Context: an optimization exercise on an open-source flow, tuned for small area, a short achievable clock period and few clock cycles. The choices shown serve that exercise and are no tape-out recipe.
Only simulation tests tie the RTL to the original design; equivalence was not proved.
Power figures rest on the tool's default switching activity, not on a simulated workload.

// gemv_top
module gemv_top (
    input  logic        clk,
    input  logic        rst,
    input  logic        start,
    input  logic [9:0]  rows,
    input  logic [9:0]  cols,
    input  logic        x_tile_valid,
    input  logic [63:0] x_tile_in,
    output logic        x_tile_ready,
    input  logic        bias_tile_valid,
    input  logic [63:0] bias_tile_in,
    output logic        bias_tile_ready,
    input  logic        w_valid,
    input  logic [63:0] w_tile_row_in,
    output logic        w_ready,
    output logic        y_tile_valid,
    output logic [63:0] y_tile_out,
    output logic [9:0]  y_tile_idx,
    input  logic        y_tile_ready,
    output logic        tile_done,
    output logic        done
);
export LEC_CHECK = 0
export CAP_MARGIN = 5
export CORE_MARGIN = 2
export CORE_UTILIZATION = 55
export CTS_BUF_LIST = sky130_fd_sc_hd__clkbuf_8 sky130_fd_sc_hd__clkbuf_16
export CTS_CLUSTER_DIAMETER = 60
export CTS_CLUSTER_SIZE = 35
export SLEW_MARGIN = 5
create_clock -name core_clock -period 10.0 [get_ports {clk}]
standard.sh (not shown) runs the stock make flow with config.mk's settings and CLKGATE_MAP_FILE= SYNTH_SCRIPT=/design/flow/synth_recipe.tcl, a recipe that flattens the netlist after the stock synthesis.
==> flow/flow/run.sh <==
#!/bin/bash
# Layout flow: the standard layout (standard.sh, standard synthesis
# unchanged), with timing repair aimed at a tighter setup slack than the flow
# settings allow, gate sizing not limited to cells of the same footprint, and
# the port buffers made with buf_1 (upsized by the repair where needed). The make output goes to flow_standard.log;
# ORFS's own step logs stay under orfs/logs.
set -euo pipefail
bash standard.sh SETUP_SLACK_MARGIN=6.65 MATCH_CELL_FOOTPRINT=0 \
    "BUFFER_PORTS_ARGS=-buffer_cell sky130_fd_sc_hd__buf_1" finish > flow_standard.log 2>&1
The starting point completed without violations.
Testbench counts at the start, summed over its fixed seeds: cycles 10,883.
Change:
Settings changed: CAP_MARGIN 5 to 20, CORE_UTILIZATION 55 to 60, CTS_CLUSTER_DIAMETER 60 to 55, CTS_CLUSTER_SIZE 35 to 30, SLEW_MARGIN 5 to 20.
=> The changed run ran to the end with no violations. Final cell count drops slightly. Total power climbs slightly. Wire length drops slightly. Worst setup slack gets better by 0.0093 ns. Die area falls by a little under a tenth. Combinational power hardly moves. Clock power came out higher by a few percent. Clock-buffer cell count climbs by 20.
Change:
Settings changed: CAP_MARGIN 20 to 10, CORE_UTILIZATION 60 to 55, CTS_CLUSTER_DIAMETER 55 to 60, CTS_CLUSTER_SIZE 30 to 35, SLEW_MARGIN 20 to 10.
After rerunning:
- die area went up by roughly a tenth
- core utilization went down by 5.9 points
- sequential share of layout area went up by 0.19 points

========
Another version of the RTL of gemv_top (not shown whole).
For scale: ~8400 cells after synthesis, roughly 3400 flip-flops, roughly 300 I/O pins, ~0.13 mm² of cells after synthesis.
Settings: LEC_CHECK=0, CAP_MARGIN=20, CORE_MARGIN=2, CORE_UTILIZATION=60, CTS_BUF_LIST=sky130_fd_sc_hd__clkbuf_8 sky130_fd_sc_hd__clkbuf_16, CTS_CLUSTER_DIAMETER=55, CTS_CLUSTER_SIZE=30, SLEW_MARGIN=20; clock period 10.0 ns.
Scripts as last shown in full above: flow/flow/run.sh
Testbench counts at the start, summed over its fixed seeds: cycles 10,883.
Then changed:
CORE_UTILIZATION = 55   (was 60)
Effect:
- final area went up slightly
- synthesized cell count does not change
- synthesized area does not change
- power goes up slightly
- setup slack improved by 37 ps
- sequential cell count is unchanged
- wire length rises by a few percent
- register-to-register slack gets worse by 60 ps
Then changed:
--- a/flow/flow/run.sh
+++ b/flow/flow/run.sh
@@ -7,3 +7,3 @@
 set -euo pipefail
-bash standard.sh SETUP_SLACK_MARGIN=6.65 MATCH_CELL_FOOTPRINT=0 \
+bash standard.sh SETUP_SLACK_MARGIN=6.4 MATCH_CELL_FOOTPRINT=0 \
     "BUFFER_PORTS_ARGS=-buffer_cell sky130_fd_sc_hd__buf_1" finish > flow_standard.log 2>&1
Result:
- power goes down by about 0.8%
- design area is lower by about 0.5%
- setup slack degrades by 41 ps
- via count went down by about 0.4%
Then changed:
--- a/flow/flow/run.sh
+++ b/flow/flow/run.sh
@@ -7,3 +7,3 @@
 set -euo pipefail
-bash standard.sh SETUP_SLACK_MARGIN=6.4 MATCH_CELL_FOOTPRINT=0 \
+bash standard.sh SETUP_SLACK_MARGIN=6.65 MATCH_CELL_FOOTPRINT=0 \
     "BUFFER_PORTS_ARGS=-buffer_cell sky130_fd_sc_hd__buf_1" finish > flow_standard.log 2>&1
CTS_CLUSTER_DIAMETER = 60   (was 55)
CTS_CLUSTER_SIZE = 35   (was 30)
Result:
- die area stays the same
- core utilization went down by 0.25 points
- cell area falls by about 0.4%
- sequential power barely changes
- hold slack stays flat
- clock skew shrinks by 23 ps
- cell count went down by 0.48%
- worst setup slack improved by 23 ps
- wire length barely changes
- critical path depth stays the same
- area after synthesis does not change

afterwards: timing with drivers on the ports:
No port has a modelled driver above. Below, the same layouts with a new extraction and two added sets of constraints. Step 1 sets driving cells, clkbuf_16 on the clock port and buf_2 on the other inputs (assumed; they add their load-dependent delay and slew). Step 2 adds t to the input delays and takes it off the output delays; t is the mean of the earliest and latest rising clock arrival at the registers after step 1. Input paths then give back, and output paths get back, about the clock's delay inside the block. Slacks: ideal ports / drivers / drivers and shift; pairs: ideal ports / drivers.
| run | t (ns) | setup slack, ns | worst setup path after step 2 | clock arrival spread, ns | pins driven straight from the clock port |
|---|---|---|---|---|---|
| the first run of note 1 | 0.924 | 6.488 / 6.394 / 6.338 | input to register | 0.064 / 0.064 | 1 |
| the second run of note 1 | 0.942 | 6.498 / 6.408 / 6.310 | input to register | 0.054 / 0.055 | 1 |
| the third run of note 1 | 0.924 | 6.488 / 6.394 / 6.338 | input to register | 0.064 / 0.064 | 1 |
| the first run of note 2 | 0.957 | 6.499 / 6.408 / 5.872 | input to register | 0.052 / 0.052 | 1 |
| the second run of note 2 | 0.948 | 6.535 / 6.447 / 6.111 | input to register | 0.074 / 0.074 | 1 |
| the third run of note 2 | 0.948 | 6.494 / 6.406 / 6.103 | input to register | 0.078 / 0.079 | 1 |
| the fourth run of note 2 | 0.936 | 6.517 / 6.427 / 6.120 | input to register | 0.069 / 0.069 | 1 |
After both steps setup and hold are still met in every run listed. For the first run of note 2, which loses most, drivers alone change the setup slack by -0.091 ns; drivers and shift together by -0.627 ns.
